Source: an optimization exercise on an open RTL-to-GDS flow (aim: small area and a short achievable clock period). Production flows keep margins and buffers that such runs may drop. In this exercise RTL edits were held to simulation tests only and were not proved equivalent to the original. The flow treats the clock pin as an ideal source, which a real chip does not have.

==> flow/design.v (excerpt) <==
module mips_cpu (
    input  wire        clk,
    input  wire        rst,
    input  wire [31:0] mem_rdata,
    output wire [31:0] mem_addr,
    output wire [31:0] mem_wdata,
    output wire        mem_wr
);
localparam PS_ALU = 3'd0, PS_ALUOUT = 3'd1, PS_MDRB = 3'd2, PS_JUMP = 3'd3, PS_A = 3'd4;
localparam XS_PC = 2'd0, XS_A = 2'd1, XS_MDR = 2'd2, XS_ZERO = 2'd3;
localparam YS_B = 2'd0, YS_4 = 2'd1, YS_SE = 2'd2, YS_SL2 = 2'd3;
localparam OP_ADD = 3'd0, OP_SUB = 3'd1, OP_AND = 3'd2, OP_PASS = 3'd3, OP_LT = 3'd4, OP_SH = 3'd5, OP_LD = 3'd6;
localparam PM_NONE = 3'd0, PM_EQ = 3'd1, PM_NE = 3'd2, PM_LE = 3'd3, PM_GT = 3'd4, PM_LT = 3'd5;
localparam WA_RT = 2'd0, WA_RD = 2'd1, WA_31 = 2'd2, WA_RS = 2'd3;
localparam WS_ALUOUT = 3'd0, WS_LS = 3'd1, WS_HI = 3'd2, WS_LO = 3'd3, WS_LT = 3'd4,
           WS_SH = 3'd5, WS_A = 3'd6, WS_B = 3'd7;
localparam AM_PC = 3'd0, AM_A = 3'd2, AM_ZERO = 3'd3, AM_ALUOUT = 3'd4,
           AM_E253 = 3'd5, AM_E254 = 3'd6, AM_E255 = 3'd7;
localparam S_DECODE1 = 7'd4, S_ESPERADEC = 7'd5, S_DECODE2 = 7'd6, S_INSTR = 7'd7,
           S_MULT2 = 7'd95, S_DIV2 = 7'd99, S_DIV3 = 7'd100;
reg  [6:0]  st, st_d;
reg  [5:0]  cnt, cnt_d;
reg         reset;
reg         memwr, memwr_d;
reg  [1:0]  ss_d;
reg         pcwe, pcwe_d;
reg  [2:0]  pcwm, pcwm_d;
reg  [2:0]  pcsrc, pcsrc_d;
reg         aluoutwe, aluoutwe_d;
reg  [1:0]  xsel_d, ysel_d;
reg  [2:0]  aop_d;
reg         rfwe, rfwe_d;
reg  [1:0]  rfwa, rfwa_d;
reg  [1:0]  ls, ls_d;
reg  [2:0]  am_d, am_n, am_r;
reg  [31:0] pc, ir, mdr, ra, rb, aluout, hi, lo, addr_q;
reg  [4:0]  raddr;
reg         ovf_q, div0, bq;
reg  [31:0] rf [0:31];
wire [5:0]  opcode = ir[31:26];
wire [5:0]  funct  = ir[5:0];
wire [4:0]  rs = ir[25:21], rt = ir[20:16], rd = ir[15:11], shamt = ir[10:6];
wire [31:0] se16 = {{16{ir[15]}}, ir[15:0]};
wire [31:0] sl2  = {se16[29:0], 2'b00};
wire        cnt_nz = (cnt != 6'd0);
reg x_pc, x_a, x_mdr, x_hi, x_rem;
reg y_b, y_4, y_se, y_sl2, y_a, y_lo, y_hi, y_lui;
reg sub_r, r_and, r_pass, r_lt, r_sh, r_ld;
  ...
clock: 21.0 ns
lec_check: 0
abc_area: 0
cap_margin: 20
core_margin: 2
core_utilization: 55
slew_margin: 20
standard.sh (not shown) runs the stock make flow with config.mk's settings and CLKGATE_MAP_FILE= SYNTH_SCRIPT=/design/flow/synth_recipe.tcl, a recipe that flattens the netlist after the stock synthesis.
==> flow/flow/run.sh <==
#!/bin/bash
# Own layout flow: the standard flow (standard.sh) run in three parts, with
# these changes (the design, the SDC and the clock period are the standard flow's own):
#  - the port buffers that global placement inserts are sky130_fd_sc_hd__buf_4
#    instead of the default cell (a slow clock-delay buffer); every input and
#    output port still gets its own buffer;
#  - clock tree synthesis runs without dummy load cells and with larger sink
#    clusters (fewer clock buffers); the clock port drives only the root buffer;
#  - after placement, the flip-flops that drive output port buffers are given
#    a stronger drive (dfxtp_1 -> dfxtp_4, same cell type), moved next to
#    their port buffers, and the placement is re-legalized;
#  - after clock tree synthesis, repair_timing is run with a setup margin, so
#    the resizer sizes up the gates of the longest paths.
# Each tool's full output goes to its own log file in this folder.
set -euo pipefail
export BUFFER_PORTS_ARGS="-buffer_cell sky130_fd_sc_hd__buf_4"
export CTS_ARGS="-sink_clustering_enable -repair_clock_nets -dont_use_dummy_load -sink_clustering_size 26 -sink_clustering_max_diameter 90"
R=orfs/results/sky130hd/mips_cpu/base
bash standard.sh place > standard_place.log 2>&1
ODB_IN=$R/3_place.odb ODB_OUT=$R/3_place.odb openroad -exit flow/upsize.tcl > upsize.log 2>&1
bash standard.sh cts > standard_cts.log 2>&1
ODB_IN=$R/4_cts.odb SDC_IN=$R/4_cts.sdc ODB_OUT=$R/4_cts.odb MARGIN=16.0 openroad -exit flow/repair.tcl > repair.log 2>&1
bash standard.sh > standard_finish.log 2>&1
==> flow/flow/repair.tcl <==
# repair_timing with a setup margin on the clock-tree-synthesized design, under
# the design's own SDC; then re-legalize the placement.
read_liberty $::env(FLOW_HOME)/platforms/sky130hd/lib/sky130_fd_sc_hd__tt_025C_1v80.lib
read_db $::env(ODB_IN)
read_sdc $::env(SDC_IN)
set_propagated_clock [all_clocks]
source $::env(FLOW_HOME)/platforms/sky130hd/setRC.tcl
set_dont_use [get_lib_cells {sky130_fd_sc_hd__probe_p_8 sky130_fd_sc_hd__probec_p_8 sky130_fd_sc_hd__lpflow_*}]
estimate_parasitics -placement
report_worst_slack -max
report_design_area
repair_timing -setup -setup_margin $::env(MARGIN) -repair_tns 100 -verbose
detailed_placement
check_placement
estimate_parasitics -placement
report_worst_slack -max
report_worst_slack -min
report_design_area
write_db $::env(ODB_OUT)
Other scripts of this flow, unchanged in this note and not shown: flow/flow/upsize.tcl
The first run produced a clean layout.
Next try:
--- a/flow/flow/run.sh
+++ b/flow/flow/run.sh
@@ -20,4 +20,4 @@
 ODB_IN=$R/3_place.odb ODB_OUT=$R/3_place.odb openroad -exit flow/upsize.tcl > upsize.log 2>&1
 bash standard.sh cts > standard_cts.log 2>&1
-ODB_IN=$R/4_cts.odb SDC_IN=$R/4_cts.sdc ODB_OUT=$R/4_cts.odb MARGIN=16.0 openroad -exit flow/repair.tcl > repair.log 2>&1
+ODB_IN=$R/4_cts.odb SDC_IN=$R/4_cts.sdc ODB_OUT=$R/4_cts.odb MARGIN=16.3 openroad -exit flow/repair.tcl > repair.log 2>&1
 bash standard.sh > standard_finish.log 2>&1
Effect: Cell count is about the same. Fmax stays flat. Final area hardly moves. Synthesized cell count does not change. First-iteration DRC count drops by 1.6%. Global-route usage is about the same. Via count hardly moves. Area after synthesis does not change.

static timing again, ports no longer ideal:
How much do the figures lean on ideal ports? The routed layouts below were timed once more, with nothing changed but the port constraints. Step 1 assumes that a clkbuf_16 drives the clock port and a buf_2 every other input. Step 2 adds t to the input delays and takes it off the output delays; t is the mean of the earliest and latest rising clock arrival at the registers after step 1. Input paths then give back, and output paths get back, about the clock's delay inside the block. Three values: ideal ports, drivers, drivers and shift; two values: the first two.
run	shift t [ns]	slack for setup (ns)	worst hold slack (ns)	worst setup path at the end	worst data-port slew with drivers (ns)
the first run	0.720	15.641 / 15.565 / 15.710	0.501 / 0.501 / 0.501	register to register	0.06
the second run	0.720	15.646 / 15.569 / 15.736	0.498 / 0.498 / 0.498	input to register	0.07
After both steps every run listed still meets setup and hold.
